This design comes from an exercise in tuning for small area on the open sky130 flow, not from production work. RTL that was checked went through simulation tests only; none was proved equivalent to the original. Function not checked in runs 1 to 3 and 6: the RTL went through the layout flow alone. Power is estimated from default activity; no workload was simulated.

==> flow/design.v <==
module char_decoder(
	input [3:0] IN,
	input [3:0] ROW,
	input [3:0] COL,
	output PIX
	);
	reg [15:0] line;
	always @(*) begin
		case ({IN, ROW})
			8'h13: line = 16'b0000011111100000;
			8'h14: line = 16'b0000000000100000;
			8'h15: line = 16'b0000000000100000;
			8'h16: line = 16'b0000000111100000;
			8'h17: line = 16'b0000000000100000;
			8'h18: line = 16'b0000000000100000;
			8'h19: line = 16'b0000000000100000;
			8'h1a: line = 16'b0000000000100000;
			8'h1b: line = 16'b0000000000100000;
			8'h1c: line = 16'b0000000000100000;
			8'h23: line = 16'b0000000111100000;
			8'h24: line = 16'b0000001000100000;
			8'h25: line = 16'b0000001000100000;
			8'h26: line = 16'b0000001000100000;
			8'h27: line = 16'b0000011111100000;
			8'h28: line = 16'b0000100000100000;
			8'h29: line = 16'b0000100000100000;
			8'h2a: line = 16'b0000100000100000;
			8'h2b: line = 16'b0000100000100000;
			8'h2c: line = 16'b0000011111100000;
			8'h33: line = 16'b0000001111000000;
			8'h34: line = 16'b0000010000100000;
			8'h35: line = 16'b0000000000100000;
			8'h36: line = 16'b0000000000100000;
			8'h37: line = 16'b0000001111000000;
			8'h38: line = 16'b0000010000000000;
			8'h39: line = 16'b0000010000000000;
			8'h3a: line = 16'b0000010000000000;
			8'h3b: line = 16'b0000010000100000;
			8'h3c: line = 16'b0000001111000000;
			8'h43: line = 16'b0000001111000000;
			8'h44: line = 16'b0000010000100000;
			8'h45: line = 16'b0000010000000000;
			8'h46: line = 16'b0000010000000000;
			8'h47: line = 16'b0000001000000000;
			8'h48: line = 16'b0000000100000000;
			8'h49: line = 16'b0000000010000000;
			8'h4a: line = 16'b0000000001000000;
			8'h4b: line = 16'b0000000000100000;
			8'h4c: line = 16'b0000011111100000;
			8'h53: line = 16'b0000001111000000;
			8'h54: line = 16'b0000010000100000;
			8'h55: line = 16'b0000010000000000;
			8'h56: line = 16'b0000010000000000;
			8'h57: line = 16'b0000001110000000;
			8'h58: line = 16'b0000010000000000;
			8'h59: line = 16'b0000010000000000;
			8'h5a: line = 16'b0000010000000000;
			8'h5b: line = 16'b0000010000100000;
			8'h5c: line = 16'b0000001111000000;
			8'h63: line = 16'b0000001111000000;
			8'h64: line = 16'b0000010000100000;
			8'h65: line = 16'b0000010000100000;
			8'h66: line = 16'b0000010000100000;
			8'h67: line = 16'b0000010000100000;
			8'h68: line = 16'b0000011111000000;
			8'h69: line = 16'b0000010000000000;
			8'h6a: line = 16'b0000010000000000;
			8'h6b: line = 16'b0000001000000000;
			8'h6c: line = 16'b0000000111000000;
			8'h73: line = 16'b0000111100010000;
			8'h74: line = 16'b0001000010011000;
			8'h75: line = 16'b0001000010010000;
			8'h76: line = 16'b0001000010010000;
			8'h77: line = 16'b0001000010010000;
			8'h78: line = 16'b0001000010010000;
			8'h79: line = 16'b0001000010010000;
			8'h7a: line = 16'b0001000010010000;
			8'h7b: line = 16'b0001000010010000;
			8'h7c: line = 16'b0000111100111000;
			8'h83: line = 16'b0000011111100000;
			8'h84: line = 16'b0000010000100000;
			8'h85: line = 16'b0000010000100000;
			8'h86: line = 16'b0000010000100000;
			8'h87: line = 16'b0000011111100000;
			8'h88: line = 16'b0000000000100000;
			8'h89: line = 16'b0000000000100000;
			8'h8a: line = 16'b0000000000100000;
			8'h8b: line = 16'b0000000000100000;
			8'h8c: line = 16'b0000000000100000;
			8'h93: line = 16'b0000000010000000;
			8'h94: line = 16'b0000000000110000;
			8'h95: line = 16'b0000000010000000;
			8'h96: line = 16'b0000000010000000;
			8'h97: line = 16'b0000000010000000;
			8'h98: line = 16'b0000000010000000;
			8'h99: line = 16'b0000000010000000;
			8'h9a: line = 16'b0000000010000000;
			8'h9b: line = 16'b0000000010000000;
			8'h9c: line = 16'b0000000111000000;
			8'ha3: line = 16'b0001000000010000;
			8'ha4: line = 16'b0001000000010000;
			8'ha5: line = 16'b0001000000010000;
			8'ha6: line = 16'b0001000000010000;
			8'ha7: line = 16'b0001000000010000;
			8'ha8: line = 16'b0001000100010000;
			8'ha9: line = 16'b0001000100010000;
			8'haa: line = 16'b0001000100010000;
			8'hab: line = 16'b0001000100010000;
			8'hac: line = 16'b0000111011100000;
			8'hb3: line = 16'b0000000111000000;
			8'hb4: line = 16'b0000000010000000;
			8'hb5: line = 16'b0000000010000000;
			8'hb6: line = 16'b0000000010000000;
			8'hb7: line = 16'b0000000010000000;
			8'hb8: line = 16'b0000000010000000;
			8'hb9: line = 16'b0000000010000000;
			8'hba: line = 16'b0000000010000000;
			8'hbb: line = 16'b0000000010000000;
			8'hbc: line = 16'b0000000111000000;
			8'hc3: line = 16'b0000010000100000;
			8'hc4: line = 16'b0000010001100000;
			8'hc5: line = 16'b0000010001100000;
			8'hc6: line = 16'b0000010010100000;
			8'hc7: line = 16'b0000010010100000;
			8'hc8: line = 16'b0000010100100000;
			8'hc9: line = 16'b0000010100100000;
			8'hca: line = 16'b0000011000100000;
			8'hcb: line = 16'b0000011000100000;
			8'hcc: line = 16'b0000010000100000;
			default: line = 16'd0;
		endcase
	end
	assign PIX = line[COL];
endmodule
module draw_board_datapath(
	input clk,
	input rst,
	input write,
	input update_x_y,
	input [5:0] draw_value,
	input [2:0] raw_x,
	input [2:0] raw_y,
	input [1:0] ph,
	input [2:0] mouse_x,
	input [2:0] mouse_y,
	input turn_player,
	output reg [7:0] x,
	output reg [6:0] y,
	output reg [2:0] colour,
	output reg plot,
	output reg [14:0] long_counter,
	output reg [7:0] counter,
	output reg [5:0] x_y_pos  
	);
	wire pix;
	char_decoder c_d1(.IN(draw_value[3:0]), .ROW(counter[7:4]), .COL(counter[3:0]), .PIX(pix));
	wire on_mouse = (mouse_x == x_y_pos[2:0]) && (mouse_y == x_y_pos[5:3]);
	wire on_raw = (raw_x == x_y_pos[2:0]) && (raw_y == x_y_pos[5:3]);
	wire lit = pix && (draw_value[5] == turn_player);
	wire [7:0] sq_x = 8'd1 + x_y_pos[2:0]*5'd17 + counter[3:0];
	wire [6:0] sq_y = 7'd1 + x_y_pos[5:3]*5'd17 + counter[7:4];
	always @(posedge clk) begin
		if (update_x_y)
			x_y_pos <= x_y_pos + 1'b1;
		else if (write) begin
			plot <= 1'b1;
			if (draw_value[4:0] == 5'b11000) begin
				x <= long_counter[7:0];
				y <= long_counter[14:8];
				colour <= 3'b111;
				long_counter <= long_counter + 1'b1;
			end else begin
				counter <= counter + 1'b1;
				if (draw_value[4:0] == 5'b11100) begin
					x <= 8'd138 + counter[3:0];
					y <= 7'd14 + counter[7:4];
					colour <= turn_player ? 3'b100 : 3'b001;
				end else begin
					x <= sq_x;
					y <= sq_y;
					if (draw_value[4:0] == 5'b00000)
						colour <= on_raw ? 3'b101 : 3'b000;
					else if (draw_value[4:0] == 5'b11111)
						colour <= 3'b111;
					else if (ph == 2'd1 && on_mouse)
						colour <= lit ? 3'b111 : 3'b010;
					else if (on_raw)
						colour <= lit ? 3'b111 : (draw_value[5] ? 3'b110 : 3'b011);
					else
						colour <= lit ? 3'b111 : (draw_value[5] ? 3'b100 : 3'b001);
				end
			end
		end
		if (rst) begin
			x_y_pos <= 6'd0;
			long_counter <= 15'd0;
			counter <= 8'd0;
			x <= 8'd0;
			y <= 7'd0;
			colour <= 3'd0;
			plot <= 1'b0;
		end
	end
endmodule
module draw_board_control(
	input clk,
	input rst,
	input [14:0] long_counter,
	input [7:0] counter,
	input [5:0] draw_sq,
	output reg write,
	output reg update_x_y,
	output reg [5:0] draw_value
	);
	reg [1:0] current_state, next_state;
	always @(posedge clk) begin
		case (current_state)
			2'd0: next_state <= 2'd1;
			2'd1: next_state <= (long_counter == 15'b1111111_10001000) ? 2'd2 : 2'd1;
			2'd2: next_state <= (counter == 8'hff) ? 2'd3 : 2'd2;
			2'd3: next_state <= 2'd2;
		endcase
		write <= (current_state == 2'd1) || (current_state == 2'd2);
		update_x_y <= (current_state == 2'd3);
		draw_value <= (current_state == 2'd2) ? draw_sq :
		              (current_state == 2'd1) ? 6'b011000 : 6'd0;
		current_state <= next_state;
		if (rst) begin
			next_state <= 2'd0;
			current_state <= 2'd0;
			write <= 1'b0;
			update_x_y <= 1'b0;
			draw_value <= 6'd0;
		end
	end
endmodule
module datapath(
	input clk,
	input rst,
	input [2:0] rx,
	input [2:0] ry,
	input [1:0] ph,
	input cmd,
	input [5:0] pos,
	output reg [2:0] mouse_x,
	output reg [2:0] mouse_y,
	output [5:0] win,
	output [5:0] tgt,
	output [4:0] atk,
	input [5:0] xy_pos,
	input update_x_y,
	output [5:0] draw_sq
	);
	localparam [383:0] PRESET = {48'd0, 336'b100001_100010_000000_000000_000000_000000_000000_000000_100010_100011_000000_000000_000000_000000_000000_000000_100100_100100_000000_111111_111111_000000_000111_000110_100101_100111_000000_000000_000000_000000_000101_000101_100000_100000_000000_111111_111111_000000_000100_000100_000000_000000_000000_000000_000000_000000_000011_000010_000000_000000_000000_000000_000000_000000_000010_000001};
	reg [23:0] fixed;        
	wire [23:0] fixed_n;
	reg [359:0] ring;        
	wire [359:0] ring_n;
	reg [5:0] s;             
	reg fix;                 
	reg pend;                
	reg [5:0] pend_slot;     
	wire [2:0] k3 = mouse_x + {mouse_x[1:0], 1'b0};
	wire [4:0] m4 = {1'b0, k3, 1'b0};
	assign win = fixed[m4 +: 6];
	wire copy_we = (ph == 2'd2) && !cmd;
	wire clr = ((ph == 2'd2) && cmd) || ((ph == 2'd3) && !cmd);
	wire [5:0] w0 = win & {6{~rst}};
	wire [5:0] w1 = win | {6{rst}};
	wire [5:0] wc0 = win & {6{~rst & ~clr}};
	wire [5:0] wc1 = (win & {6{~clr}}) | {6{rst}};
	wire [5:0] wr00 = win & {6{~rst & ~fix}};
	wire [5:0] wr11 = win | {6{rst | fix}};
	wire [5:0] wr10 = rst ? 6'b111111 : fix ? 6'b000000 : win;
	wire [5:0] wr01 = rst ? 6'b000000 : fix ? 6'b111111 : win;
	function [5:0] slot_of;
		input [5:0] k;
		input [5:0] s0;
		begin
			slot_of = (k >= s0) ? k - s0 : k - s0 + 6'd60;
		end
	endfunction
	wire pos_ring = (pos[5:2] != 4'd0);
	wire [5:0] pos_slot = slot_of(pos, s);
	wire copy_ring = copy_we && pos_ring;
	wire [29:0] ev_we;
	genvar k, i;
	generate
		for (k = 0; k < 30; k = k + 1) begin : ewe
			assign ev_we[k] = (copy_ring && pos_slot == 2*k + 1) || (pend && pend_slot == 2*k + 1) || rst || fix;
		end
	endgenerate
	generate
		for (k = 0; k < 4; k = k + 1) begin : fsq
			wire we = (copy_we && pos == k) || rst;
			for (i = 0; i < 6; i = i + 1) begin : b
				if (6*k + i < 20) begin : low
					wire hit = clr && (6*k + i >= m4) && (6*k + i < m4 + 6);
					assign fixed_n[6*k+i] = (we || hit) ? (PRESET[6*k+i] ? wc1[i] : wc0[i]) : fixed[6*k+i];
				end else begin : high
					assign fixed_n[6*k+i] = we ? (PRESET[6*k+i] ? w1[i] : w0[i]) : fixed[6*k+i];
				end
			end
		end
		for (k = 0; k < 60; k = k + 1) begin : rsq
			for (i = 0; i < 6; i = i + 1) begin : b
				if (k % 2 == 0) begin : ev
					localparam P0 = PRESET[6*(k+4)+i];
					localparam P1 = PRESET[6*(((k + 1) % 60) + 4)+i];
					wire wd = P0 ? (P1 ? wr11[i] : wr10[i]) : (P1 ? wr01[i] : wr00[i]);
					assign ring_n[6*k+i] = ev_we[k/2] ? wd : ring[6*(k+1)+i];
				end else begin : od
					assign ring_n[6*k+i] = ring[6*((k + 1) % 60)+i];
				end
			end
		end
	endgenerate
	wire [5:0] rd = !pos_ring ? fixed[6*pos[1:0] +: 6] :
	                (pend && pend_slot == pos_slot) ? win : ring[6*pos_slot +: 6];
	assign tgt = rd;
	reg was_turn;
	reg [4:0] atk_r;
	wire [5:0] mk = {mouse_y, mouse_x};
	assign atk = (mouse_y == 3'd0 && !mouse_x[2]) ? fixed[6*mouse_x + 1 +: 5] :
	             was_turn ? rd[5:1] : atk_r;
	reg [5:0] cur, nxt;
	wire [5:0] xy1 = xy_pos + 1'b1;
	wire [5:0] nxt_n = (copy_we && pos == xy1) ? win : (s == xy1) ? ring[5:0] : nxt;
	assign draw_sq = (xy_pos[5:2] == 4'd0) ? fixed[6*xy_pos[1:0] +: 6] : cur;
	always @(posedge clk) begin
		fixed <= fixed_n;
		ring <= ring_n;
		s <= (rst || s == 6'd63) ? 6'd4 : s + 1'b1;
		fix <= rst;
		pend <= copy_ring && !pos_slot[0] && !rst;
		pend_slot <= (pos_slot == 6'd0) ? 6'd59 : pos_slot - 1'b1;
		was_turn <= (ph == 2'd0);
		if (copy_we && pos == mk)
			atk_r <= win[5:1];
		else if (was_turn)
			atk_r <= rd[5:1];
		if (rst) begin
			mouse_x <= 3'd0;
			mouse_y <= 3'd0;
		end else if (ph == 2'd0) begin
			mouse_x <= rx;
			mouse_y <= ry;
		end
		nxt <= nxt_n;
		if (update_x_y)
			cur <= nxt_n;
		else if (copy_we && pos == xy_pos)
			cur <= win;
	end
endmodule
module control(
	input clk,
	input rst,
	input go,
	input back,
	input [2:0] rx,
	input [2:0] ry,
	input [2:0] mouse_x,
	input [2:0] mouse_y,
	input [5:0] tgt,
	input [4:0] atk,
	output reg [1:0] ph,
	output reg cmd,
	output reg turn_player,
	output reg [5:0] pos
	);
	reg [1:0] nph;
	wire [2:0] dx = (rx > mouse_x) ? rx - mouse_x : mouse_x - rx;
	wire [2:0] dy = (ry > mouse_y) ? ry - mouse_y : mouse_y - ry;
	wire [2:0] dsum = dx + dy;
	wire near = (dsum == 3'd1);
	wire empty = (tgt == 6'b000000);
	wire enemy = (tgt != 6'b111111) && (tgt[0] != turn_player);
	always @(posedge clk) begin
		pos <= {ry, rx};
		case (ph)
			2'd0: nph <= go ? 2'd1 : 2'd0;
			2'd1: begin
				if (back)
					nph <= 2'd0;
				else if (go) begin
					if (near && (empty || enemy)) begin
						nph <= 2'd2;
						cmd <= empty ? 1'b0 : ~(atk > tgt[5:1]);
					end
				end
				else
					nph <= 2'd1;
			end
			2'd2: nph <= 2'd3;
			2'd3: begin
				nph <= 2'd0;
				turn_player <= ~turn_player;
			end
		endcase
		if (rst) begin
			ph <= 2'd0;
			nph <= 2'd0;
			turn_player <= 1'b0;
			cmd <= 1'b0;
		end
		else
			ph <= nph;
	end
endmodule
module stratigo
	(
		CLOCK_50,
		KEY,
		SW,
		LEDR,
		PIX_X,
		PIX_Y,
		PIX_COLOUR,
		PIX_PLOT
	);
	input			CLOCK_50;
	input   [9:0]   SW;
	input   [3:0]   KEY;
	output  [17:0] LEDR;
	output	[7:0]	PIX_X;
	output	[6:0]	PIX_Y;
	output	[2:0]	PIX_COLOUR;
	output			PIX_PLOT;
	wire rst = ~KEY[2];
	wire go = ~KEY[1];
	wire back = ~KEY[0];
	wire [2:0] rx = SW[5:3];
	wire [2:0] ry = SW[2:0];
	wire [1:0] ph;           
	wire cmd;                
	wire turn_player;
	wire [2:0] mouse_x, mouse_y;
	wire [5:0] pos;          
	wire [5:0] win;          
	wire [5:0] tgt;          
	wire [4:0] atk;          
	wire [5:0] xy_pos;
	wire [5:0] draw_sq;      
	wire write, update_x_y;
	wire [5:0] draw_value;
	wire [14:0] long_counter;
	wire [7:0] counter;
	datapath d0(
		.clk(CLOCK_50), .rst(rst), .rx(rx), .ry(ry),
		.ph(ph), .cmd(cmd), .pos(pos),
		.mouse_x(mouse_x), .mouse_y(mouse_y),
		.win(win), .tgt(tgt), .atk(atk),
		.xy_pos(xy_pos), .update_x_y(update_x_y), .draw_sq(draw_sq)
	);
	control c0(
		.clk(CLOCK_50), .rst(rst), .go(go), .back(back),
		.rx(rx), .ry(ry), .mouse_x(mouse_x), .mouse_y(mouse_y),
		.tgt(tgt), .atk(atk),
		.ph(ph), .cmd(cmd), .turn_player(turn_player), .pos(pos)
	);
	draw_board_control board_control(
		.clk(CLOCK_50), .rst(rst),
		.long_counter(long_counter), .counter(counter), .draw_sq(draw_sq),
		.write(write), .update_x_y(update_x_y), .draw_value(draw_value)
	);
	draw_board_datapath board_path(
		.clk(CLOCK_50), .rst(rst),
		.write(write), .update_x_y(update_x_y), .draw_value(draw_value),
		.raw_x(rx), .raw_y(ry), .ph(ph),
		.mouse_x(mouse_x), .mouse_y(mouse_y), .turn_player(turn_player),
		.x(PIX_X), .y(PIX_Y), .colour(PIX_COLOUR), .plot(PIX_PLOT),
		.long_counter(long_counter), .counter(counter), .x_y_pos(xy_pos)
	);
	assign LEDR[17:12] = win;
	assign LEDR[11:9] = mouse_x;
	assign LEDR[8:6] = mouse_y;
	assign LEDR[5:4] = 2'b00;
	assign LEDR[3] = turn_player;
	assign LEDR[2:0] = {ph[1], ~ph[1], ph[0]};
endmodule
==> flow/flow/run.sh <==
#!/bin/bash
# Standard ORFS layout, except that the combinational logic of the standard
# synthesis netlist is re-mapped by ABC with an area-oriented script before
# floorplanning. Registers (names, cell types) are left as the standard
# synthesis made them. Each tool's output goes to a log file in this folder.
set -euo pipefail
W=$PWD
R=$W/orfs/results/$FLOW_PLATFORM/stratigo/base
LIB=$FLOW_HOME/platforms/$FLOW_PLATFORM/lib/sky130_fd_sc_hd__tt_025C_1v80.lib

# 1. the standard synthesis, unchanged
bash standard.sh $R/1_2_yosys.v > $W/synth_standard.log 2>&1
cp $R/1_2_yosys.v $W/1_2_yosys.standard.v

# 2. re-map the combinational logic for area
subst() {
  sed -e "s|@LIB@|$LIB|g" -e "s|@IN@|$W/1_2_yosys.standard.v|g" -e "s|@OUT@|$R/1_2_yosys.v|g" \
      -e "s|@SCRIPT@|$W/flow/area.abc|g" -e "s|@STAT@|$W/reabc_stat.txt|g" \
      -e "s|@CELLS@|$W/cells_comb.v|g" "$1" > "$2"
}
subst $W/flow/mkcells.ys $W/mkcells.ys
subst $W/flow/reabc.ys $W/reabc.ys
yosys -s $W/mkcells.ys > $W/mkcells.log 2>&1
subst $W/flow/eqchk.ys $W/eqchk.ys
# keep the re-mapped netlist only if it is proven equivalent to the standard one
if ! { yosys -s $W/reabc.ys > $W/reabc.log 2>&1 && yosys -s $W/eqchk.ys > $W/eqchk.log 2>&1; }; then
  echo "re-mapping failed or not proven equivalent; using the standard netlist" > $W/reabc_fallback.txt
  cp $W/1_2_yosys.standard.v $R/1_2_yosys.v
fi

# 3. the rest of the standard flow, from the re-mapped netlist
# port buffers: the smallest buffer cell
bash standard.sh "BUFFER_PORTS_ARGS=-buffer_cell sky130_fd_sc_hd__buf_1" finish > $W/layout.log 2>&1
==> flow/flow/area.abc <==
strash
dc2
dch -f
map -a
mfs2
strash
dc2
dch -f
map -a
mfs2
strash
dch -f
map -a
topo
==> flow/flow/eqchk.ys <==
read_liberty -ignore_miss_func @LIB@
read_verilog @IN@
rename stratigo gold
read_verilog @OUT@
rename stratigo gate
hierarchy -check
flatten gold gate
opt_clean
equiv_make gold gate eq
hierarchy -top eq
equiv_simple -seq 2
equiv_induct
equiv_status -assert
==> flow/flow/mkcells.ys <==
read_liberty -ignore_miss_func @LIB@
delete =sky130_fd_sc_hd__*df* =sky130_fd_sc_hd__*dl* =sky130_fd_sc_hd__conb_* =sky130_fd_sc_hd__*probe* =sky130_fd_sc_hd__lpflow_*
write_verilog -noattr @CELLS@
==> flow/flow/reabc.ys <==
read_verilog @IN@
read_liberty -lib @LIB@
hierarchy -top stratigo
# turn the combinational cells back into logic; registers and tie cells stay
# the cells the standard synthesis made
techmap -map @CELLS@
opt_clean -purge
techmap
opt -fast
abc -liberty @LIB@ -script @SCRIPT@ -dont_use sky130_fd_sc_hd__lpflow_* -dont_use sky130_fd_sc_hd__probe_p_8 -dont_use sky130_fd_sc_hd__probec_p_8
opt_clean -purge
splitnets
opt_clean -purge
hilomap -singleton -hicell sky130_fd_sc_hd__conb_1 HI -locell sky130_fd_sc_hd__conb_1 LO
insbuf -buf sky130_fd_sc_hd__buf_4 A X
opt_clean -purge
tee -o @STAT@ stat -liberty @LIB@
check -assert -mapped
write_verilog -noattr -nohex -nodec @OUT@
==> flow/standard.sh <==
#!/bin/bash
# synth_recipe.tcl (not shown) runs the flow's synth.tcl, then flattens the netlist and writes it again
# the make line also repeats each setting of config.mk as NAME=value (left out here)
make -C /OpenROAD-flow-scripts/flow DESIGN_CONFIG=/design/flow/config.mk WORK_HOME=/design/flow/orfs CLKGATE_MAP_FILE= SYNTH_SCRIPT=/design/flow/synth_recipe.tcl "${@:-finish}"
==> flow/config.mk <==
export PLATFORM = sky130hd
export DESIGN_NAME = stratigo
export DESIGN_NICKNAME = stratigo
export VERILOG_FILES = /design/flow/design.v
export SDC_FILE = /design/flow/constraint.sdc
export NUM_CORES = 4
export LEC_CHECK = 0
export CAP_MARGIN = 20
export CORE_MARGIN = 2
export CORE_UTILIZATION = 65
export CTS_BUF_LIST = sky130_fd_sc_hd__clkbuf_8
export CTS_CLUSTER_DIAMETER = 60
export CTS_CLUSTER_SIZE = 16
export SLEW_MARGIN = 20
==> flow/constraint.sdc <==
create_clock -name core_clock -period 10.0 [get_ports {CLOCK_50}]
set_input_delay 2.0000 -clock core_clock [delete_from_list [all_inputs] [get_ports {CLOCK_50}]]
set_output_delay 2.0000 -clock core_clock [all_outputs]
set_load 0.01 [all_outputs]
==> results.py, run 1 <==
metrics = {
    "critical_path": {
        "end_kind": "output port",
        "crit_slowest_cell": "dfxtp_1",
        "arrival_ps": 4810,
        "start_kind": "flip-flop",
        "required_ps": 8000,
        "cp_max_fo": 15,
        "slowest_delay_ps": 700,
        "cp_cell_sequence": "clkinv_1 -> nor2_1 -> nor2_1 -> clkinv_1 -> nor2_1 -> a21oi_1 -> nand2_1 -> clkinv_1 -> nand2_1 -> o221ai_1 -> nand2_1 -> nand2_1 -> clkinv_1 -> buf_1",
        "crit_type": "flip-flop to output port",
    },
    "floorplan": {
        "coreArea_sq_um": 30600,
        "row_count": 64,
        "dieWidth_microns": 180,
        "dieArea_sq_um": 32500,
        "pin_count": 52,
        "die_h_microns": 180,
        "start_util": 0.660,
    },
    "timing": {
        "max_freq_mhz": 147,
        "tightest_slew_ps": 1230,
        "finalHoldViolations": 0,
        "timing.final.crit_share": 0.681,
        "finalSetupViolations": 0,
        "layout_min_cycle_time_ps": 6810,
        "fin_tns_setup_ps": 0,
        "slew_viol_final": 0,
        "rsz0062_at_grt": "false",
        "slew_headroom": 0.171,
        "fin_skew_ps": 40.8,
        "hold_slack_ps": 345,
    },
    "synthesis": {
        "synthCells": 2487,
        "synth_area_sq_um": 20200,
        "yosys_warnings": 5,
        "syn_avg_cell_area_sq_um": 8.12,
    },
    "placement": {
        "placedCellCount": 2935,
        "place_congestion": 0.997,
        "place.port_buffers": 44,
        "dp_hpwl_microns": 46500,
    },
    "finish": {
        "final_common_cell": "nand2_1",
        "final_cell_count_no_fill": 2995,
        "final_cell_mix": "500 x nand2_1, 464 x dfxtp_1, 327 x o21ai_0",
        "nNetsFinal": 2600,
        "n_antenna_cell": 0,
        "drive_gt1_frac": 0.0416,
        "area_growth_pct": 7.58,
    },
    "global_route": {
        "overflow": 0,
        "grt_max_degree": 62,
        "grt_usage": 0.403,
        "antenna_found_initial": 0,
        "grt_pass1_vias": 18931,
        "grt_first_pass_wirelength_microns": 105000,
    },
    "clock_tree": {
        "cts_resized": 0,
        "clkTransAtPathRegs_ps": 100,
        "ctsHoldBuffers": 0,
        "clock-sinks": 494,
        "clockBufferDepth": 3,
        "h-tree-depth": 2,
        "root_buffer": "clkbuf_8",
        "cts_buffers": 40,
        "cts_tree": "yes",
        "cts_setup_buffers": 0,
        "worstSkewPairLatency_ps": 620,
    },
    "pwr": {
        "vdd_drop_max_v": 0.000187,
        "p_total_w": 0.00432,
        "p_leak_nw": 7.99,
        "p_per_area_nw_per_um2": 199,
    },
    "route": {
        "antenna_left": 0,
        "wl_per_cell_microns": 22.4,
        "via_per_inst": 6.65,
        "drc": 0,
        "routed_wirelength_microns": 67000,
        "drt-pass1-iter-count": 8,
        "first_iter_violations": 2364,
        "num_vias": 19928,
    },
    "outcome": {
        "status": "finished clean",
    },
    "min_path": {
        "min_path_type": "flip-flop to flip-flop",
    },
    "flow_run": {
        "maxCapViolCount": 0,
    },
}
==> where the power goes <==
| group | internal (W) | leakage [nW] | switching (W) | total (W) |
|---|---|---|---|---|
| clock | 0.000420 | 0.374 | 0.000674 | 0.00109 |
| sequential | 0.00224 | 4.13 | 0.000162 | 0.00240 |
| combinational | 0.000244 | 3.49 | 0.000585 | 0.000830 |
==> registers in the layout (all words and copies together) (netlist names), 2 cells and up <==
signal,flops
board_path.y,7
board_path.x_y_pos,6
board_path.counter,8
d0.fixed,24
c0.nph,2
d0.cur,6
board_path.long_counter,15
d0.nxt,6
board_path.colour,3
c0.ph,2
c0.pos,6
board_control.draw_value,6
d0.atk_r,5
board_control.current_state,2
board_control.next_state,2
board_path.x,8
d0.mouse_x,3
d0.pend_slot,6
d0.ring,360
d0.mouse_y,3
d0.s,6
==> layer usage <==
layer / global-route usage / routed length [microns] / share of wire
met5: 0 / 0 / 0
met4: 0.260 / 4830 / 0.072
met3: 0.0673 / 6530 / 0.098
met2: 0.652 / 30500 / 0.46
met1: 0.502 / 25100 / 0.37
==> worst paths after layout <==
check | start | to | slack, ps | cells after the start
worst max-delay path | d0.mouse_x[0] | LEDR[13] | 3190 | 14
worst min-delay path | d0.ring[63] | d0.ring[57] | 340 | 0
worst max register to register | c0.pos[1] | c0.cmd | 3440 | 27
worst min register to register | d0.ring[63] | d0.ring[57] | 340 | 0
==> worst max-delay path: cells and delay by family, from the launching register on <==
| kind | cells | cell delay (ps) |
|---|---|---|
| flip-flops | 1 | 700 |
| buffers and inverters | 5 | 1460 |
| AO/OA/AOI/OAI | 2 | 400 |
| AND/OR/NAND/NOR | 7 | 1650 |
==> cell type report <==
type / count / area (sq um)
inverter: 199 / 747
timing repair buffer: 76 / 402
clock buffer: 41 / 564
fill: 2408 / 8860
clock inverter: 15 / 144
tap: 396 / 495
multi-input combinational: 1774 / 9190
sequential: 494 / 10200
==> per-stage QoR <==
| step | setup slack, ps | utilization | instance area, sq um |
|---|---|---|---|
| global placement | 3890 | 0.686 | 21000 |
| global route | 2870 | 0.710 | 21700 |
| detailed placement | 3860 | 0.686 | 21000 |
| finish | 3190 | 0.710 | 21700 |
| floorplan | 3740 | - | 20200 |
| CTS | 3380 | 0.709 | 21700 |
==> inputs of run 2 (changes only) <==
--- a/flow/config.mk
+++ b/flow/config.mk
@@ -9,6 +9,6 @@
 export CORE_MARGIN = 2
-export CORE_UTILIZATION = 65
-export CTS_BUF_LIST = sky130_fd_sc_hd__clkbuf_8
-export CTS_CLUSTER_DIAMETER = 60
-export CTS_CLUSTER_SIZE = 16
+export CORE_UTILIZATION = 40
+export CTS_BUF_LIST = sky130_fd_sc_hd__clkbuf_4
+export CTS_CLUSTER_DIAMETER = 40
+export CTS_CLUSTER_SIZE = 8
 export SLEW_MARGIN = 20
==> results.py, run 2 <==
metrics = {
    "outcome": {
        "status": "finished clean",
    },
    "floorplan": {
        "dieWidth_microns": 229,
        "dieArea_sq_um": 52300,
        "die_h_microns": 229,
        "pin_count": 52,
        "start_util": 0.404,
        "coreArea_sq_um": 50000,
        "row_count": 82,
    },
    "global_route": {
        "grt_first_pass_wirelength_microns": 108000,
        "grt_pass1_vias": 18551,
        "overflow": 0,
        "grt_usage": 0.265,
        "grt_max_degree": 70,
        "antenna_found_initial": 2,
    },
    "timing": {
        "layout_min_cycle_time_ps": 7240,
        "finalHoldViolations": 0,
        "max_freq_mhz": 138,
        "fin_tns_setup_ps": 0,
        "hold_slack_ps": 319,
        "timing.final.crit_share": 0.724,
        "slew_viol_final": 0,
        "finalSetupViolations": 0,
        "rsz0062_at_grt": "false",
        "tightest_slew_ps": 1150,
        "slew_headroom": 0.233,
        "fin_skew_ps": 68.8,
    },
    "finish": {
        "final_common_cell": "nand2_1",
        "area_growth_pct": 11.0,
        "largest_register_ffs": 360,
        "drive_gt1_frac": 0.0655,
        "nNetsFinal": 2645,
        "top_regs": "d0.ring (360), d0.fixed (24), board_path.long_counter (15)",
        "max_flop_register": "d0.ring",
        "fin_area_sq_um": 22400,
        "final_cell_mix": "501 x nand2_1, 464 x dfxtp_1, 327 x o21ai_0",
    },
    "pwr": {
        "p_per_area_nw_per_um2": 205,
        "p_leak_nw": 8.23,
        "p_total_w": 0.00459,
        "vdd_drop_max_v": 0.000112,
    },
    "placement": {
        "place_congestion": 0.966,
        "dp_hpwl_microns": 49000,
        "place.port_buffers": 44,
        "place_area_sq_um": 21300,
    },
    "route": {
        "drt-pass1-iter-count": 6,
        "drc": 0,
        "num_vias": 19556,
        "first_iter_violations": 1784,
        "routed_wirelength_microns": 70600,
        "antenna_left": 0,
        "wl_per_cell_microns": 21.1,
        "via_per_inst": 5.84,
    },
    "clock_tree": {
        "root_buffer": "clkbuf_4",
        "cts_resized": 0,
        "cts_buffers": 83,
        "cts_setup_buffers": 0,
        "h-tree-depth": 3,
        "ctsHoldBuffers": 0,
        "worstSkewPairLatency_ps": 860,
        "clkTransAtPathRegs_ps": 90,
        "clockBufferDepth": 3,
        "clock-sinks": 494,
        "cts_tree": "yes",
    },
    "critical_path": {
        "end_kind": "output port",
        "slowest_delay_ps": 770,
        "crit_slowest_cell": "dfxtp_1",
        "cp_cell_sequence": "clkinv_1 -> nor2_1 -> nor2_1 -> clkinv_1 -> nor2_1 -> a21oi_1 -> nand2_1 -> clkinv_1 -> nand2_1 -> o221ai_1 -> nand2_1 -> nand2_1 -> clkinv_1 -> buf_1",
        "crit_type": "flip-flop to output port",
        "start_kind": "flip-flop",
        "required_ps": 8000,
        "worstRegToRegCells": 26,
        "cp_max_fo": 15,
        "arrival_ps": 5240,
    },
    "synthesis": {
        "syn_avg_cell_area_sq_um": 8.12,
        "synth_area_sq_um": 20200,
        "synthCells": 2487,
        "yosys_warnings": 5,
    },
    "min_path": {
        "min_path_type": "flip-flop to flip-flop",
        "holdPathStages": 0,
    },
    "flow_run": {
        "maxCapViolCount": 0,
    },
}
-- run 2: per-layer routing --
layer  wire [microns]  GRT usage  part of all wire  vias up
met4             2600      0.116             0.037        0
met5                0          0                 0        -
met2            32500      0.435              0.46      907
met1            30200      0.345              0.43     9264
met3             5210     0.0433             0.074      174
li1                 -          -                 -     9211
-- run 2: path summary, 6_finish.rpt --
| kind | start | to | slack [ps] |
|---|---|---|---|
| worst min-delay path | d0.ring[14] | d0.ring[8] | 320 |
| worst max register to register | c0.pos[1] | c0.nph[0] | 3380 |
| worst max-delay path | d0.mouse_x[0] | LEDR[13] | 2760 |
| worst min register to register | d0.ring[14] | d0.ring[8] | 320 |
-- run 2: stage by stage --
stage          setup WS, ps  utilization  cells
2_1_floorplan          3740            -   2488
3_3_place_gp           3760        0.426   3207
3_5_place_dp           3680        0.427   3210
4_1_cts                2830        0.448   3337
5_1_grt                2530        0.449   3346
6_report               2760        0.449   3347
-- run 2: cell type report --
cell class | instances | area, sq um
clock buffer | 98 | 736
tap | 672 | 841
sequential | 494 | 10200
clock inverter | 29 | 310
inverter | 199 | 747
antenna | 3 | 7.51
timing repair buffer | 78 | 424
fill | 5077 | 27500
multi-input combinational | 1774 | 9170
-- run 2: report_power, final --
group,switching (W),internal [W]
sequential,0.000155,0.00224
combinational,0.000585,0.000245
clock,0.000741,0.000626
total,0.00148,0.00311
-- run 2: critical path, delay by kind of cell, from the launching register on --
family / cells / cell delay, ps
flip-flops: 1 / 770
AND/OR/NAND/NOR: 7 / 1680
AO/OA/AOI/OAI: 2 / 360
buffers and inverters: 5 / 1580
==> inputs of run 3 (changes only) <==
--- a/flow/flow/run.sh
+++ b/flow/flow/run.sh
@@ -32,2 +32,4 @@
 # port buffers: the smallest buffer cell
-bash standard.sh "BUFFER_PORTS_ARGS=-buffer_cell sky130_fd_sc_hd__buf_1" finish > $W/layout.log 2>&1
+bash standard.sh "BUFFER_PORTS_ARGS=-buffer_cell sky130_fd_sc_hd__buf_1" \
+  "CTS_ARGS=-sink_clustering_enable -repair_clock_nets -sink_clustering_size 16 -sink_clustering_max_diameter 60 -buf_list sky130_fd_sc_hd__clkbuf_8 -dont_use_dummy_load" \
+  finish > $W/layout.log 2>&1
--- a/flow/config.mk
+++ b/flow/config.mk
@@ -10,5 +10,2 @@
 export CORE_UTILIZATION = 40
-export CTS_BUF_LIST = sky130_fd_sc_hd__clkbuf_4
-export CTS_CLUSTER_DIAMETER = 40
-export CTS_CLUSTER_SIZE = 8
 export SLEW_MARGIN = 20
==> results.py, run 3 <==
metrics = {
    "outcome": {
        "status": "finished clean",
    },
    "placement": {
        "dp_hpwl_microns": 49000,
        "place.port_buffers": 44,
        "place_congestion": 0.966,
        "place_area_sq_um": 21300,
    },
    "min_path": {
        "min_path_type": "flip-flop to flip-flop",
        "worstHoldStart": "d0.ring[49]",
        "hold_end": "d0.ring[43]",
        "holdPathStages": 0,
    },
    "timing": {
        "hold_slack_ps": 302,
        "fin_skew_ps": 91.6,
        "layout_min_cycle_time_ps": 7040,
        "slew_headroom": 0.231,
        "finalSetupViolations": 0,
        "slew_viol_final": 0,
        "rsz0062_at_grt": "false",
        "fin_tns_setup_ps": 0,
        "finalHoldViolations": 0,
        "timing.final.crit_share": 0.704,
        "max_freq_mhz": 142,
        "tightest_slew_ps": 1150,
    },
    "clock_tree": {
        "clockBufferDepth": 3,
        "cts_resized": 0,
        "root_buffer": "clkbuf_8",
        "cts_buffers": 41,
        "worstSkewPairLatency_ps": 650,
        "ctsHoldBuffers": 0,
        "clock-sinks": 494,
        "cts_setup_buffers": 0,
        "clkTransAtPathRegs_ps": 110,
        "cts_tree": "yes",
        "h-tree-depth": 2,
    },
    "critical_path": {
        "end_kind": "output port",
        "cp_cell_sequence": "clkinv_1 -> nor2_1 -> nor2_1 -> clkinv_1 -> nor2_1 -> a21oi_1 -> nand2_1 -> clkinv_1 -> nand2_1 -> o221ai_1 -> nand2_1 -> nand2_1 -> clkinv_1 -> buf_1",
        "worstRegToRegCells": 26,
        "reg2reg_slack_ps": 3380,
        "slowest_delay_ps": 780,
        "timing.rr.end": "c0.nph[0]",
        "timing.rr.start": "c0.pos[1]",
        "cp_max_fo": 15,
        "crit_type": "flip-flop to output port",
        "required_ps": 8000,
        "arrival_ps": 5040,
        "start_kind": "flip-flop",
        "crit_slowest_cell": "dfxtp_1",
    },
    "finish": {
        "fin_area_sq_um": 21900,
        "largest_register_ffs": 360,
        "n_antenna_cell": 0,
        "nNetsFinal": 2603,
        "final_common_cell": "nand2_1",
        "drive_gt1_frac": 0.0371,
        "final_cell_mix": "501 x nand2_1, 464 x dfxtp_1, 327 x o21ai_0",
        "area_growth_pct": 8.60,
        "max_flop_register": "d0.ring",
        "top_regs": "d0.ring (360), d0.fixed (24), board_path.long_counter (15)",
    },
    "route": {
        "routed_wirelength_microns": 69900,
        "via_per_inst": 5.88,
        "wl_per_cell_microns": 21.5,
        "antenna_left": 0,
        "drc": 0,
        "drt-pass1-iter-count": 8,
        "num_vias": 19161,
        "first_iter_violations": 1747,
    },
    "global_route": {
        "overflow": 0,
        "grt_first_pass_wirelength_microns": 107000,
        "antenna_found_initial": 2,
        "grt_usage": 0.260,
        "grt_pass1_vias": 18090,
        "grt_max_degree": 70,
    },
    "synthesis": {
        "syn_avg_cell_area_sq_um": 8.12,
        "yosys_warnings": 5,
        "synthCells": 2487,
        "synth_area_sq_um": 20200,
    },
    "floorplan": {
        "start_util": 0.404,
        "coreArea_sq_um": 50000,
        "pin_count": 52,
        "dieArea_sq_um": 52300,
        "row_count": 82,
        "die_h_microns": 229,
        "dieWidth_microns": 229,
    },
    "pwr": {
        "vdd_drop_max_v": 0.000112,
        "p_per_area_nw_per_um2": 192,
        "p_leak_nw": 7.92,
    },
    "flow_run": {
        "maxCapViolCount": 0,
    },
}
[run 3: worst max-delay path by stage]
| stage | startpoint | end | slack (ps) | cells after the start |
|---|---|---|---|---|
| 6_report | d0.mouse_x[0] | LEDR[13] | 2960 | 14 |
| 5_1_grt | d0.mouse_x[0] | LEDR[14] | 2770 | 14 |
| 4_1_cts | d0.mouse_x[0] | LEDR[14] | 3090 | 14 |
| 3_5_place_dp | c0.pos[1] | c0.nph[0] | 3680 | 26 |
| 3_3_place_gp | d0.mouse_x[0] | LEDR[14] | 3760 | 14 |
| 2_1_floorplan | c0.pos[0] | c0.nph[0] | 3740 | 20 |
[run 3: layout make-up]
| cell class | instances | area (sq um) |
|---|---|---|
| sequential | 494 | 10200 |
| clock buffer | 41 | 564 |
| multi-input combinational | 1774 | 9170 |
| tap | 672 | 841 |
| fill | 5094 | 28000 |
| inverter | 199 | 747 |
| timing repair buffer | 78 | 424 |
[run 3: critical path: cells and delay by family (launching register included)]
kind	cells	cell delay (ps)
AND/OR/NAND/NOR	7	1700
flip-flops	1	780
AO/OA/AOI/OAI	2	360
buffers and inverters	5	1600
[run 3: where the power goes]
part           total, W  switching (W)  internal, W
clock          0.000995       0.000627     0.000368
sequential      0.00239       0.000155      0.00224
combinational  0.000831       0.000587     0.000245
[run 3: stage by stage]
| step | util | total power [W] | cells | worst slack [ps] |
|---|---|---|---|---|
| floorplan | - | 0.00291 | 2488 | 3740 |
| global placement | 0.426 | 0.00322 | 3207 | 3760 |
| detailed placement | 0.427 | 0.00324 | 3210 | 3680 |
| CTS | 0.438 | 0.00422 | 3251 | 3090 |
| global route | 0.439 | 0.00441 | 3258 | 2770 |
| finish | 0.439 | 0.00422 | 3258 | 2960 |
[run 3: routing by layer]
layer	vias up	track usage	wire, microns
li1	9042	-	-
met1	9153	0.347	30500
met2	803	0.434	32500
met3	161	0.0366	4580
met4	2	0.0888	2300
met5	-	0	17
==> inputs of run 4 (changes only) <==
--- a/flow/design.v
+++ b/flow/design.v
@@ -317,4 +317,19 @@
 	endgenerate
+	wire [7:0] sel_hi, sel_lo;
+	genvar q;
+	generate
+		for (q = 0; q < 8; q = q + 1) begin : rdec
+			assign sel_hi[q] = pos_slot[5:3] == q;
+			assign sel_lo[q] = pos_slot[2:0] == q;
+		end
+	endgenerate
+	reg [5:0] ring_rd;
+	integer j;
+	always @(*) begin
+		ring_rd = 6'd0;
+		for (j = 0; j < 60; j = j + 1)
+			ring_rd = ring_rd | (ring[6*j +: 6] & {6{sel_hi[j/8] & sel_lo[j%8]}});
+	end
 	wire [5:0] rd = !pos_ring ? fixed[6*pos[1:0] +: 6] :
-	                (pend && pend_slot == pos_slot) ? win : ring[6*pos_slot +: 6];
+	                (pend && pend_slot == pos_slot) ? win : ring_rd;
 	assign tgt = rd;
==> results.py, run 4 <==
metrics = {
    "outcome": {
        "status": "finished clean",
    },
    "placement": {
        "place_congestion": 1.02,
        "dp_hpwl_microns": 65000,
        "place_area_sq_um": 21700,
        "place.port_buffers": 44,
    },
    "route": {
        "wl_per_cell_microns": 26.3,
        "route.met3.wl_microns": 7740,
        "via_per_inst": 6.00,
        "antenna_left": 0,
        "maxUsedRoutingLayer": "met4",
        "first_iter_violations": 2209,
        "num_vias": 20152,
        "drc": 0,
        "drt-met1-wl_microns": 34900,
        "routed_wirelength_microns": 88100,
        "drt-pass1-iter-count": 7,
        "wl_met2_microns": 39000,
    },
    "synthesis": {
        "syn_avg_cell_area_sq_um": 7.94,
        "synthCells": 2530,
        "synth_area_sq_um": 20100,
        "yosys_warnings": 5,
    },
    "floorplan": {
        "coreArea_sq_um": 49900,
        "start_util": 0.403,
        "die_h_microns": 228,
        "dieWidth_microns": 228,
        "pin_count": 52,
        "dieArea_sq_um": 52000,
        "row_count": 82,
    },
    "critical_path": {
        "crit_slowest_cell": "clkinv_1",
        "critPathTopFamily": "compound AO/OA/AOI/OAI gates",
        "end_kind": "flip-flop",
        "cp_max_fo": 24,
        "worstRegToRegCells": 30,
        "cp_common_cell": "nor2_1",
        "start_kind": "flip-flop",
        "arrival_ps": 8200,
        "reg2reg_slack_ps": 2360,
        "timing.rr.start": "c0.pos[1]",
        "slowest_delay_ps": 550,
        "timing.rr.end": "c0.cmd",
        "crit_type": "flip-flop to flip-flop",
        "crit_buf_inv": 5,
        "required_ps": 10560,
    },
    "global_route": {
        "grt_max_degree": 56,
        "grt_pass1_vias": 19023,
        "grt_first_pass_wirelength_microns": 128000,
        "overflow": 0,
        "grt_usage": 0.331,
        "antenna_found_initial": 2,
    },
    "clock_tree": {
        "clkTransAtPathRegs_ps": 90,
        "cts_setup_buffers": 0,
        "root_buffer": "clkbuf_8",
        "cts_resized": 0,
        "cts_tree": "yes",
        "clock-sinks": 494,
        "h-tree-depth": 2,
        "cts_buffers": 43,
        "worstSkewPairLatency_ps": 690,
        "clockBufferDepth": 3,
        "ctsHoldBuffers": 0,
    },
    "timing": {
        "slew_viol_final": 0,
        "slew_headroom": 0.199,
        "tightest_slew_ps": 1190,
        "finalSetupViolations": 0,
        "fin_tns_setup_ps": 0,
        "layout_min_cycle_time_ps": 7640,
        "rsz0062_at_grt": "false",
        "timing.final.crit_share": 0.764,
        "fin_skew_ps": 85.5,
        "hold_slack_ps": 301,
        "finalHoldViolations": 0,
        "max_freq_mhz": 131,
    },
    "pwr": {
        "vdd_drop_max_v": 0.000123,
        "pwr-share-seq": 0.553,
        "power_frac_comb": 0.205,
        "intPower_w": 0.00286,
        "p_clk_frac": 0.242,
        "p_total_w": 0.00435,
        "swShare": 0.343,
        "p_per_area_nw_per_um2": 195,
        "p_leak_nw": 8.02,
        "power.switching_w": 0.00149,
    },
    "finish": {
        "top_regs": "d0.ring (360), d0.fixed (24), board_path.long_counter (15)",
        "final_common_cell": "dfxtp_1",
        "area_growth_pct": 11.0,
        "nNetsFinal": 2702,
        "final_cell_mix": "464 x dfxtp_1, 429 x nand2_1, 378 x nor2_1",
        "drive_gt1_frac": 0.0611,
        "max_flop_register": "d0.ring",
        "fin_area_sq_um": 22300,
        "largest_register_ffs": 360,
    },
    "min_path": {
        "min_path_type": "flip-flop to flip-flop",
        "holdPathStages": 0,
        "worstHoldStart": "d0.ring[269]",
        "hold_end": "d0.ring[263]",
    },
    "flow_run": {
        "maxCapViolCount": 0,
    },
}
==> run 4: worst max path at each step <==
| stage | start | to | slack (ps) | depth (start not counted) |
|---|---|---|---|---|
| 3_5_place_dp | c0.pos[1] | c0.cmd | 2810 | 30 |
| 6_report | c0.pos[1] | c0.cmd | 2360 | 30 |
| 2_1_floorplan | c0.pos[1] | c0.cmd | 4720 | 30 |
| 4_1_cts | c0.pos[1] | c0.cmd | 2760 | 30 |
| 5_1_grt | c0.pos[1] | c0.cmd | 2080 | 30 |
| 3_3_place_gp | d0.s[0] | c0.cmd | 2800 | 31 |
==> run 4: per-layer routing <==
layer / vias to the layer above / global-route usage
met3: 303 / 0.0561
met4: 0 / 0.211
met5: - / 0
li1: 9136 / -
met1: 9581 / 0.416
met2: 1132 / 0.529
==> run 4: final cells by class <==
type / count / area [sq um]
timing repair buffer: 132 / 827
multi-input combinational: 1770 / 8910
sequential: 494 / 10200
tap: 672 / 841
fill: 5100 / 27600
antenna: 1 / 2.50
inverter: 246 / 923
clock buffer: 43 / 592
==> run 4: per-stage QoR <==
stage / utilization / std cells / worst slack (ps)
floorplan: - / 2531 / 4720
global placement: 0.435 / 3314 / 2800
detailed placement: 0.435 / 3314 / 2810
CTS: 0.447 / 3357 / 2760
global route: 0.447 / 3357 / 2080
finish: 0.447 / 3358 / 2360
==> run 4: worst register-to-register path, delay by kind of cell, from the launching register on <==
family / cells / cell delay (ps)
compound gates: 13 / 2860
flops: 1 / 490
buf+inv: 5 / 1800
simple gates: 11 / 1910
xor+xnor: 1 / 490
==> run 4: power by group through the flow <==
stage / clock, W / combinational (W) / sequential [W]
3_5_place_dp: 0 / 0.000855 / 0.00244
6_report: 0.00105 / 0.000892 / 0.00240
2_1_floorplan: 0 / 0.000451 / 0.00237
4_1_cts: 0.00106 / 0.000858 / 0.00240
5_1_grt: 0.00113 / 0.000933 / 0.00242
3_3_place_gp: 0 / 0.000855 / 0.00244
==> inputs of run 5 (changes only) <==
==> flow/flow/area.abc (replaced) <==
strash
dc2
&get -n
&deepsyn -T 120
&dch -f
&nf -R 1000
&put
topo
--- a/flow/flow/reabc.ys
+++ b/flow/flow/reabc.ys
@@ -14,3 +14,3 @@
 hilomap -singleton -hicell sky130_fd_sc_hd__conb_1 HI -locell sky130_fd_sc_hd__conb_1 LO
-insbuf -buf sky130_fd_sc_hd__buf_4 A X
+insbuf -buf sky130_fd_sc_hd__buf_1 A X
 opt_clean -purge
--- a/flow/config.mk
+++ b/flow/config.mk
@@ -10,2 +10,3 @@
 export CORE_UTILIZATION = 40
+export GPL_TIMING_DRIVEN = 0
 export SLEW_MARGIN = 20
==> results.py, run 5 <==
metrics = {
    "outcome": {
        "status": "finished clean",
    },
    "finish": {
        "top_regs": "d0.ring (360), d0.fixed (24), board_path.long_counter (15)",
        "max_flop_register": "d0.ring",
        "final_common_cell": "dfxtp_1",
        "area_growth_pct": 11.4,
        "fin_area_sq_um": 21000,
        "drive_gt1_frac": 0.0631,
        "final_cell_mix": "464 x dfxtp_1, 266 x nand2_1, 237 x o21ai_0",
        "n_antenna_cell": 0,
        "largest_register_ffs": 360,
        "nNetsFinal": 2189,
    },
    "timing": {
        "max_freq_mhz": 105,
        "tightest_slew_ps": 1280,
        "timing.final.crit_share": 0.950,
        "fin_tns_setup_ps": 0,
        "finalHoldViolations": 0,
        "finalSetupViolations": 0,
        "worst_slack_ps": 496,
        "slew_viol_final": 0,
        "fin_skew_ps": 98.0,
        "slew_headroom": 0.145,
        "layout_min_cycle_time_ps": 9500,
        "rsz0062_at_grt": "false",
    },
    "placement": {
        "place_congestion": 0.963,
        "place_ws_ps": 977,
        "place.port_buffers": 44,
        "dp_hpwl_microns": 53000,
        "place_area_sq_um": 20400,
    },
    "pwr": {
        "vdd_drop_max_v": 0.000150,
        "p_leak_nw": 7.64,
        "p_per_area_nw_per_um2": 207,
    },
    "route": {
        "via_per_inst": 6.35,
        "first_iter_violations": 2113,
        "routed_wirelength_microns": 73800,
        "wl_per_cell_microns": 26.5,
        "drt-pass1-iter-count": 9,
        "num_vias": 17633,
        "antenna_left": 0,
        "drc": 0,
    },
    "floorplan": {
        "dieWidth_microns": 221,
        "dieArea_sq_um": 48900,
        "die_h_microns": 221,
        "row_count": 79,
        "start_util": 0.405,
        "coreArea_sq_um": 46600,
        "pin_count": 52,
    },
    "critical_path": {
        "slowest_delay_ps": 990,
        "crit_end": "c0.cmd",
        "cp_max_fo": 10,
        "crit_slowest_cell": "a2111oi_1",
        "required_ps": 10480,
        "reg2reg_slack_ps": 500,
        "timing.rr.end": "c0.cmd",
        "start_kind": "flip-flop",
        "timing.rr.start": "c0.pos[1]",
        "crit_path_start": "c0.pos[1]",
        "crit_type": "flip-flop to flip-flop",
        "worstRegToRegCells": 29,
        "end_kind": "flip-flop",
        "arrival_ps": 9980,
    },
    "clock_tree": {
        "clockBufferDepth": 3,
        "cts_setup_buffers": 0,
        "clkTransAtPathRegs_ps": 100,
        "clock-sinks": 494,
        "cts_resized": 0,
        "root_buffer": "clkbuf_8",
        "cts_buffers": 42,
        "ctsHoldBuffers": 0,
        "worstSkewPairLatency_ps": 680,
        "h-tree-depth": 2,
        "cts_tree": "yes",
    },
    "global_route": {
        "grt_usage": 0.292,
        "antenna_found_initial": 3,
        "grt_max_degree": 37,
        "overflow": 0,
        "grt_pass1_vias": 16880,
        "grt_first_pass_wirelength_microns": 108000,
    },
    "min_path": {
        "min_path_type": "flip-flop to flip-flop",
        "worstHoldStart": "d0.ring[170]",
    },
    "synthesis": {
        "synthCells": 2034,
        "yosys_warnings": 5,
        "synth_area_sq_um": 18900,
        "syn_avg_cell_area_sq_um": 9.27,
    },
    "flow_run": {
        "maxCapViolCount": 0,
    },
}
[run 5: through the flow]
stage	total power (W)	hold WS, ps	util	cells
after CTS	0.00430	302	0.450	2777
after global routing	0.00449	313	0.451	2779
after floorplan	0.00287	326	-	2035
after global placement	0.00325	331	0.425	2686
after detailed placement	0.00331	335	0.438	2735
final	0.00434	301	0.451	2779
[run 5: layout make-up]
type                    count  area (sq um)
repair buffers             95           639
multi-input cells        1496          8660
clock buffers              42           578
flip-flops and latches    494         10200
inverters                  28           106
well taps                 607           759
fillers                  4514         25600
plain buffers              17          63.8
[run 5: critical path, delay by kind of cell (launching register included)]
kind,cells,cell delay [ps]
DFF,1,500
AOI/OAI and AO/OA,12,2910
and+or+nand+nor,9,2700
buffers and inverters,1,230
adders and majority gates,3,1310
muxes,1,410
xor gates and xnor gates,3,1330
[run 5: power by group]
part | switching [W] | leakage (nW) | internal [W]
Clock | 0.000639 | 0.302 | 0.000376
Sequential | 0.000190 | 4.15 | 0.00225
Combinational | 0.000617 | 3.19 | 0.000273
[run 5: routing by layer]
layer,track usage,part of all wire,vias to the layer above
met5,0,0.00031,-
met4,0.163,0.060,4
met3,0.0790,0.10,273
met2,0.451,0.44,1044
met1,0.368,0.39,8422
li1,-,-,7890
[run 5: worst min path at each step]
stage | endpoint | slack (ps) | cells after the start
after global routing | d0.ring[164] | 310 | 0
after global placement | d0.ring[347] | 330 | 0
after floorplan | d0.ring[151] | 330 | 0
after detailed placement | d0.ring[151] | 330 | 0
after CTS | d0.ring[164] | 300 | 0
final | d0.ring[164] | 300 | 0
==> inputs of run 6 (changes only) <==
--- a/flow/design.v
+++ b/flow/design.v
@@ -261,3 +261,3 @@
 	reg pend;                
-	reg [5:0] pend_slot;     
+	reg [5:1] pend_slot;     
 	wire [2:0] k3 = mouse_x + {mouse_x[1:0], 1'b0};
@@ -289,3 +289,3 @@
 		for (k = 0; k < 30; k = k + 1) begin : ewe
-			assign ev_we[k] = (copy_ring && pos_slot == 2*k + 1) || (pend && pend_slot == 2*k + 1) || rst || fix;
+			assign ev_we[k] = (copy_ring && pos_slot == 2*k + 1) || (pend && pend_slot == k) || rst || fix;
 		end
@@ -333,3 +333,3 @@
 	wire [5:0] rd = !pos_ring ? fixed[6*pos[1:0] +: 6] :
-	                (pend && pend_slot == pos_slot) ? win : ring_rd;
+	                (pend && pos_slot[0] && pend_slot == pos_slot[5:1]) ? win : ring_rd;
 	assign tgt = rd;
@@ -350,3 +350,3 @@
 		pend <= copy_ring && !pos_slot[0] && !rst;
-		pend_slot <= (pos_slot == 6'd0) ? 6'd59 : pos_slot - 1'b1;
+		pend_slot <= (pos_slot == 6'd0) ? 5'd29 : pos_slot[5:1] - 1'b1;
 		was_turn <= (ph == 2'd0);
--- a/flow/config.mk
+++ b/flow/config.mk
@@ -9,3 +9,3 @@
 export CORE_MARGIN = 2
-export CORE_UTILIZATION = 40
+export CORE_UTILIZATION = 55
 export GPL_TIMING_DRIVEN = 0
==> results.py, run 6 <==
metrics = {
    "global_route": {
        "grt_max_degree": 33,
        "grt_pass1_vias": 16483,
        "overflow": 0,
        "antenna_found_initial": 4,
        "grt_usage": 0.380,
        "grt_first_pass_wirelength_microns": 103000,
    },
    "finish": {
        "n_antenna_cell": 0,
        "top_regs": "d0.ring (360), d0.fixed (24), board_path.long_counter (15)",
        "area_growth_pct": 10.6,
        "nNetsFinal": 2202,
        "drive_gt1_frac": 0.0526,
        "regArea_sq_um": 10200,
        "multiInputGateArea_sq_um": 8830,
        "fillerInstances": 3023,
        "final_common_cell": "dfxtp_1",
        "max_flop_register": "d0.ring",
        "largest_register_ffs": 360,
        "final_cell_mix": "463 x dfxtp_1, 228 x nor2_1, 227 x nand2_1",
    },
    "clock_tree": {
        "clockBufferDepth": 3,
        "h-tree-depth": 2,
        "worstSkewPairLatency_ps": 650,
        "ctsHoldBuffers": 0,
        "root_buffer": "clkbuf_8",
        "clock-sinks": 493,
        "cts_setup_buffers": 0,
        "cts_resized": 0,
        "clkTransAtPathRegs_ps": 100,
        "cts_buffers": 39,
        "cts_tree": "yes",
    },
    "route": {
        "wl_per_cell_microns": 26.1,
        "num_vias": 17734,
        "antenna_left": 0,
        "drt-pass1-iter-count": 9,
        "drc": 0,
        "first_iter_violations": 2583,
        "routed_wirelength_microns": 69000,
        "via_per_inst": 6.72,
    },
    "flow_run": {
        "maxCapViolCount": 0,
    },
    "pwr": {
        "swShare": 0.344,
        "power.switching_w": 0.00161,
        "p_per_area_nw_per_um2": 224,
        "pwr-share-seq": 0.568,
        "p_leak_nw": 7.67,
        "power_frac_comb": 0.224,
        "vdd_drop_max_v": 0.000186,
        "p_total_w": 0.00469,
        "p_clk_frac": 0.209,
        "intPower_w": 0.00308,
    },
    "synthesis": {
        "synth_area_sq_um": 19000,
        "synthCells": 2060,
        "yosys_warnings": 5,
        "syn_avg_cell_area_sq_um": 9.21,
    },
    "critical_path": {
        "cp_max_fo": 13,
        "crit_buf_inv": 0,
        "arrival_ps": 9180,
        "cp_common_cell": "a21oi_1",
        "cp_cell_sequence": "xnor2_1 -> a21oi_1 -> maj3_1 -> maj3_1 -> nor2_1 -> a21oi_1 -> maj3_1 -> nor2_1 -> nand2_1 -> xnor2_2 -> nand2_1 -> nor3_2 -> a221oi_1 -> a21oi_1 -> nor3_1 -> a221oi_1 -> nand3_1 -> o311ai_0 -> o211ai_1 -> o211a_1 -> and3_1 -> o21ai_0 -> a21oi_1",
        "start_kind": "flip-flop",
        "crit_type": "flip-flop to flip-flop",
        "slowest_delay_ps": 900,
        "critPathTopFamily": "simple AND/OR/NAND/NOR gates",
        "crit_slowest_cell": "nor3_2",
        "end_kind": "flip-flop",
        "required_ps": 10470,
    },
    "placement": {
        "place.port_buffers": 44,
        "place_congestion": 1.03,
        "dp_hpwl_microns": 48900,
        "place_ws_ps": 1710,
    },
    "outcome": {
        "status": "finished clean",
    },
    "min_path": {
        "min_path_type": "flip-flop to flip-flop",
    },
    "floorplan": {
        "dieWidth_microns": 190,
        "die_h_microns": 190,
        "start_util": 0.553,
        "pin_count": 52,
        "dieArea_sq_um": 36000,
        "coreArea_sq_um": 34300,
        "row_count": 68,
    },
    "timing": {
        "timing.final.crit_share": 0.871,
        "finalSetupViolations": 0,
        "rsz0062_at_grt": "false",
        "max_freq_mhz": 115,
        "finalHoldViolations": 0,
        "worst_slack_ps": 1290,
        "layout_min_cycle_time_ps": 8710,
        "tightest_slew_ps": 1190,
        "fin_skew_ps": 93.4,
        "slew_headroom": 0.206,
        "slew_viol_final": 0,
    },
}
==> run 6: changes by cell type in the layout (fill, tap and decap cells not counted), moves of 14 or more <==
cell and delta:
a21oi_1 +65, a222oi_1 +14, a22oi_1 -24, nand2_1 -39, nor2_1 +44, nor2_2 -24, o21ai_0 -46
==> run 6: stage by stage <==
stage | hold slack, ps | area, sq um | utilization | TNS (ps) | cells
final | 321 | 21000 | 0.612 | 0 | 2640
after global routing | 325 | 21000 | 0.612 | 0 | 2640
after CTS | 318 | 20900 | 0.610 | 0 | 2637
after detailed placement | 333 | 20400 | 0.594 | 0 | 2598
after global placement | 330 | 19700 | 0.575 | -56680 | 2560
after floorplan | 326 | 19000 | - | 0 | 2061
==> run 6: final timing paths <==
kind | start | to | slack, ps | cells past startpoint
worst max-delay path | c0.pos[1] | c0.cmd | 1290 | 23
worst min-delay path | d0.ring[111] | d0.ring[105] | 320 | 0
worst max register to register | c0.pos[1] | c0.cmd | 1290 | 23
worst min register to register | d0.ring[111] | d0.ring[105] | 320 | 0
==> run 6: area by class of cell <==
class                   instances  share of cell area
inverters                      36             0.00644
well taps                     455              0.0271
plain buffers                  17             0.00304
multi-input cells            1515               0.421
clock buffers                  39              0.0256
flip-flops and latches        493               0.485
repair buffers                 85              0.0324
==> run 6: power by group through the flow <==
| stage | logic [W] | registers (W) | clock network [W] |
|---|---|---|---|
| final | 0.00105 | 0.00266 | 0.000980 |
| after global routing | 0.00112 | 0.00269 | 0.00105 |
| after floorplan | 0.000596 | 0.00258 | 0 |
| after detailed placement | 0.00100 | 0.00269 | 0 |
| after CTS | 0.00101 | 0.00265 | 0.000987 |
| after global placement | 0.000928 | 0.00268 | 0 |
==> run 6: routing by layer <==
metal	GRT usage	part of all wire
met1	0.500	0.39
met2	0.604	0.45
met3	0.0640	0.099
met4	0.194	0.059
met5	0	0.00039

==> port drivers added, routing unchanged <==
Ports are ideal in the flow. The routed layouts listed here were re-timed in OpenROAD. Step 1 (the two cells are an assumption about what drives the block):
set clk [get_ports {CLOCK_50}]
set_driving_cell -lib_cell sky130_fd_sc_hd__clkbuf_16 $clk
set_driving_cell -lib_cell sky130_fd_sc_hd__buf_2 [delete_from_list [all_inputs] $clk]
Step 2 moves the port delays by t, midway between the first and last clock arrival at a register: inputs arrive t later, outputs are due t later. That takes back most of the time a late clock gives input paths. a / b / c = no drivers / after step 1 / after step 2; a / b = the first two.
run	t, ns	setup WS [ns]	hold slack, ns	worst slew at a driven data input, ns
run 1	0.646	3.186 / 3.137 / 3.435	0.345 / 0.345 / 0.345	0.04
run 2	0.872	2.759 / 2.706 / 3.381	0.319 / 0.319 / 0.319	0.04
run 3	0.645	2.960 / 2.908 / 3.384	0.302 / 0.302 / 0.302	0.04
run 4	0.704	2.361 / 2.361 / 2.361	0.301 / 0.301 / 0.301	0.03
run 5	0.683	0.496 / 0.496 / 0.496	0.301 / 0.301 / 0.301	0.03
run 6	0.656	1.288 / 1.288 / 1.288	0.321 / 0.321 / 0.321	0.03
After both steps setup and hold are still met in every run listed.
